Context: an optimization exercise on an open-source flow, tuned for small area, a short achievable clock period and few clock cycles per item. The choices shown serve that exercise and are no tape-out recipe. RTL that was checked went through simulation tests only; none was proved equivalent to the original.

v27:
Design ysyx_041461_MUL, start of the top module:
module ysyx_041461_MUL(
    input  wire   [0:0]  clk             ,
    input  wire   [0:0]  rst             ,
    input  wire   [0:0]  MUL_valid_in    ,
    input  wire   [1:0]  MUL_signed      ,
    input  wire   [63:0] MUL_multiplicand,
    input  wire   [63:0] MUL_multiplier  ,
    output wire   [0:0]  MUL_valid_out   ,
    output wire   [63:0] MUL_result_hi   ,
    output wire   [63:0] MUL_result_lo
);
reg        idle;
reg [10:1] ph;
always @(posedge clk or posedge rst) begin
    if (rst) begin
        idle <= 1'b1;
        ph   <= 10'b0;
    end else begin
        idle <= (idle & ~MUL_valid_in) | ph[10];
        ph   <= {ph[9:1], idle & MUL_valid_in};
    end
end
assign MUL_valid_out = ph[10];
wire [2:0] first;
assign first[0] = ph[1];
reg first_r1;
always @(posedge clk) first_r1 <= idle & MUL_valid_in;
assign first[1] = first_r1;
reg first_r2;
always @(posedge clk or posedge rst) begin
    if (rst) first_r2 <= {1{1'b1}};
    else     first_r2 <= idle & MUL_valid_in;
end
assign first[2] = first_r2;
wire m01_in = ~MUL_signed[1] & MUL_signed[0];
reg [64:0] X;
reg        m01_r, ext_r, b0_r;
always @(posedge clk) begin
    X     <= {MUL_signed[1] & MUL_multiplicand[63], MUL_multiplicand};
    m01_r <= m01_in;
    b0_r  <= MUL_multiplier[0] & ~m01_in;
  ...
For scale: roughly 260 I/O pins.
make LEC_CHECK=0 CAP_MARGIN=20 CELL_PAD_IN_SITES_DETAIL_PLACEMENT=1 CELL_PAD_IN_SITES_GLOBAL_PLACEMENT=2 CORE_MARGIN=2 CORE_UTILIZATION=30 CTS_CLUSTER_DIAMETER=100 CTS_CLUSTER_SIZE=25 SETUP_SLACK_MARGIN=5 SLEW_MARGIN=20 SYNTH_HIERARCHICAL=1 finish   # period 8.0 ns
run.sh (not shown) runs the stock make flow with config.mk's settings and CLKGATE_MAP_FILE= SYNTH_SCRIPT=/design/flow/synth_recipe.tcl, a recipe that flattens the netlist after the stock synthesis.
Setup changes, v27 to v26
- CTS_CLUSTER_DIAMETER: 100 -> unset
- CTS_CLUSTER_SIZE: 25 -> unset
Results
[compare] base=v27 new=v26: final period demand of the worst path lower; buffer and inverter count on the worst path did not really move. Taking v27 as the reference, in v26 layout clock buffer count went up, clock skew went down. In v26 the deepest level of the CTS H-tree turned out 1 higher than in v27. For v26, the critical path launch point was sel_two2[3], unlike v27, where it was sel_neg2[2].
No run of this note included a check of the RTL's function; only the layout flow was run.

ysyx_041461_MUL, a different RTL version from the one above (not shown whole).
Size in the first run: ~2100 cells after synthesis, about 260 I/O pins, ~24000 um2 of cells after synthesis.
Design ysyx_041461_MUL, start of the top module:
module ysyx_041461_MUL(
    input  wire   [0:0]  clk             ,
    input  wire   [0:0]  rst             ,
    input  wire   [0:0]  MUL_valid_in    ,
    input  wire   [1:0]  MUL_signed      ,
    input  wire   [63:0] MUL_multiplicand,
    input  wire   [63:0] MUL_multiplier  ,
    output wire   [0:0]  MUL_valid_out   ,
    output wire   [63:0] MUL_result_hi   ,
    output wire   [63:0] MUL_result_lo
);
reg        idle;
reg [10:1] ph;
always @(posedge clk or posedge rst) begin
    if (rst) begin
        idle <= 1'b1;
        ph   <= 10'b0;
    end else begin
        idle <= (idle & ~MUL_valid_in) | ph[10];
        ph   <= {ph[9:1], idle & MUL_valid_in};
    end
end
assign MUL_valid_out = ph[10];
wire [0:0] first;
assign first[0] = ph[1];
wire m01_in = ~MUL_signed[1] & MUL_signed[0];
reg [64:0] X;
reg        m01_r, ext_r, b0_r;
always @(posedge clk) begin
    X     <= {MUL_signed[1] & MUL_multiplicand[63], MUL_multiplicand};
    m01_r <= m01_in;
    b0_r  <= MUL_multiplier[0] & ~m01_in;
    ext_r <= MUL_signed[1] & MUL_signed[0] & MUL_multiplier[63];
end
reg [63:0] Q;
wire [7:0] chunk;
always @(posedge clk) begin
    Q <= {chunk, Q[63:8]};
end
wire [8:0] win_in = {MUL_multiplier[8:1], 1'b0};
wire [64:0] Bx = {MUL_signed[1] & MUL_signed[0] & MUL_multiplier[63], MUL_multiplier};
wire [8:0] win    = ({9{idle}} & win_in) |
                     ({9{ph[1]}} & Bx[16:8]) |
                     ({9{ph[2]}} & Bx[24:16]) |
                     ({9{ph[3]}} & Bx[32:24]) |
                     ({9{ph[4]}} & Bx[40:32]) |
                     ({9{ph[5]}} & Bx[48:40]) |
                     ({9{ph[6]}} & Bx[56:48]) |
                     ({9{ph[7]}} & Bx[64:56]);
wire       mz     = m01_in;
wire [3:0] enc_neg, enc_one, enc_two;
genvar e;
generate for (e = 0; e < 4; e = e + 1) begin : enc
    assign enc_neg[e] = ~mz & win[2*e+2];
    assign enc_one[e] = ~mz & (win[2*e+1] ^ win[2*e]);
  ...
make LEC_CHECK=0 CAP_MARGIN=20 CELL_PAD_IN_SITES_DETAIL_PLACEMENT=1 CELL_PAD_IN_SITES_GLOBAL_PLACEMENT=2 CORE_MARGIN=2 CORE_UTILIZATION=30 CTS_CLUSTER_DIAMETER=80 CTS_CLUSTER_SIZE=20 SETUP_SLACK_MARGIN=5 SLEW_MARGIN=20 SYNTH_HIERARCHICAL=1 finish   # period 8.0 ns
The first run passed the timing, design-rule and antenna checks.
Testbench counts at the start, summed over its fixed seeds: cycles 26,400, items 2,400.
==> next run, changes <==
--- a/flow/config.mk
+++ b/flow/config.mk
@@ -7,0 +8 @@
+export ABC_AREA = 1
@@ -13,2 +14,2 @@
-export CTS_CLUSTER_DIAMETER = 80
-export CTS_CLUSTER_SIZE = 20
+export CTS_CLUSTER_DIAMETER = 100
+export CTS_CLUSTER_SIZE = 25
What happened:
- The changed run went through all stages and came out clean
- core utilization drops by 0.12 points
- synthesized area rises by 0.70%
- cell area came out higher by 0.98%
- sequential share of layout area falls by 0.28 points
==> next run, changes <==
--- a/flow/config.mk
+++ b/flow/config.mk
@@ -8 +7,0 @@
-export ABC_AREA = 1
Sequential share of layout area rose by 0.55 points.
Non-clock buffer count fell by 4.
Utilization fell by 0.25 points.
Clock-buffer cell count fell by 1.
Global-route usage fell by 0.29 points.
Worst hold slack got worse by 0.0039 ns.
Critical path depth fell by 1.
Die area fell slightly.
Final area fell slightly.
Setup slack improved by 0.028 ns.
==> next run, changes <==
--- a/flow/config.mk
+++ b/flow/config.mk
@@ -7,0 +8 @@
+export ABC_CLOCK_PERIOD_IN_PS = 2000
- The new run went through all stages and came out clean
- global-route usage stays the same
- worst setup slack does not change
- final area stays the same
- clock skew is unchanged
- hold slack does not change
- critical path depth is unchanged
- via count stays the same
- count of clock-buffer cells in the layout stays the same
- area after synthesis does not change
==> next run, changes <==
--- a/flow/config.mk
+++ b/flow/config.mk
@@ -8 +7,0 @@
-export ABC_CLOCK_PERIOD_IN_PS = 2000
@@ -15,0 +15 @@
+export PLACE_DENSITY = 0.75
What happened: Final area fell by 0.36%; worst hold slack improves by 0.0076 ns; synthesized cell count does not change; non-clock buffer count fell by 4; setup slack is worse by 0.080 ns; utilization shrinks by 0.13 points; routed wire length came out lower by 6.2%; first-iteration DRC count grows by 20%; fmax decreases by 2.6%.

Another version of the RTL of ysyx_041461_MUL (not shown whole).
For scale: ~400 flip-flops, roughly 0.027 sq mm of cells after synthesis.
clock: 8.0 ns
lec_check: 0
abc_clock_period_in_ps: 1500
cap_margin: 20
cell_pad_in_sites_detail_placement: 1
cell_pad_in_sites_global_placement: 2
core_margin: 2
core_utilization: 55
setup_slack_margin: 5
slew_margin: 20
The baseline produced a clean layout.
Change:
Settings changed: ABC_CLOCK_PERIOD_IN_PS 1500 to 600, CORE_UTILIZATION 55 to 30, SYNTH_HIERARCHICAL from default to 0.
Effect:
- The changed run completed without violations
- non-clock buffer count climbs by 7
- design area climbs by about 3%
- setup slack gets better by 0.17 ns
- via count drops by about 6%
- utilization drops by 29 points
- global-route usage drops by 15 points
- register-to-register slack gets better by 0.17 ns
- routed wire length climbs by about 1.4%
No run of this note included a check of the RTL's function; only the layout flow was run.

pepper:
ysyx_041461_MUL, a different RTL version from the one above (not shown whole).
// ysyx_041461_MUL
module ysyx_041461_MUL(
    input  wire   [0:0]  clk             ,
    input  wire   [0:0]  rst             ,
    input  wire   [0:0]  MUL_valid_in    ,
    input  wire   [1:0]  MUL_signed      ,
    input  wire   [63:0] MUL_multiplicand,
    input  wire   [63:0] MUL_multiplier  ,
    output wire   [0:0]  MUL_valid_out   ,
    output wire   [63:0] MUL_result_hi   ,
    output wire   [63:0] MUL_result_lo
);
==> flow/config.mk <==
export PLATFORM = sky130hd
export DESIGN_NAME = ysyx_041461_MUL
export DESIGN_NICKNAME = ysyx_041461_MUL
export VERILOG_FILES = /design/flow/design.v
export SDC_FILE = /design/flow/constraint.sdc
export NUM_CORES = 4
export LEC_CHECK = 0
export CAP_MARGIN = 20
export CELL_PAD_IN_SITES_DETAIL_PLACEMENT = 1
export CELL_PAD_IN_SITES_GLOBAL_PLACEMENT = 2
export CORE_MARGIN = 2
export CORE_UTILIZATION = 30
export CTS_CLUSTER_DIAMETER = 100
export CTS_CLUSTER_SIZE = 25
export SETUP_SLACK_MARGIN = 5
export SLEW_MARGIN = 20
export SYNTH_HIERARCHICAL = 1
==> flow/constraint.sdc <==
create_clock -name core_clock -period 8.0 [get_ports {clk}]
set_input_delay 1.6000 -clock core_clock [delete_from_list [all_inputs] [get_ports {clk}]]
set_output_delay 1.6000 -clock core_clock [all_outputs]
set_load 0.01 [all_outputs]
Looking at the reports, pepper completed the entire flow and the layout it produced met the timing, design-rule and antenna checks.
Testbench counts of pepper, summed over its fixed seeds: cycles 26,400, items 2,400.
The inputs of onyx differ from those of pepper as listed below.
Settings: a deleted CTS_CLUSTER_DIAMETER that had been 100; a deleted CTS_CLUSTER_SIZE that had been 25.
==> summary.txt <==
No run among onyx and pepper stopped early or left any final violation; all are clean. pepper was routed with fewer vias than onyx. Per the comparison of onyx with pepper, period utilization dropped 0.21 points; die extent in y barely changed; worst setup slack climbed 0.017 ns; sequential cell count barely changed. Compared with pepper, onyx shows wire length that has gone up slightly. In onyx the final design instance area without fill turned out 890 um2 higher than in pepper. Layout clock buffer count was higher in onyx than in pepper. As far as standard cell area after detailed placement goes, onyx and pepper are indistinguishable; the numbers are identical.
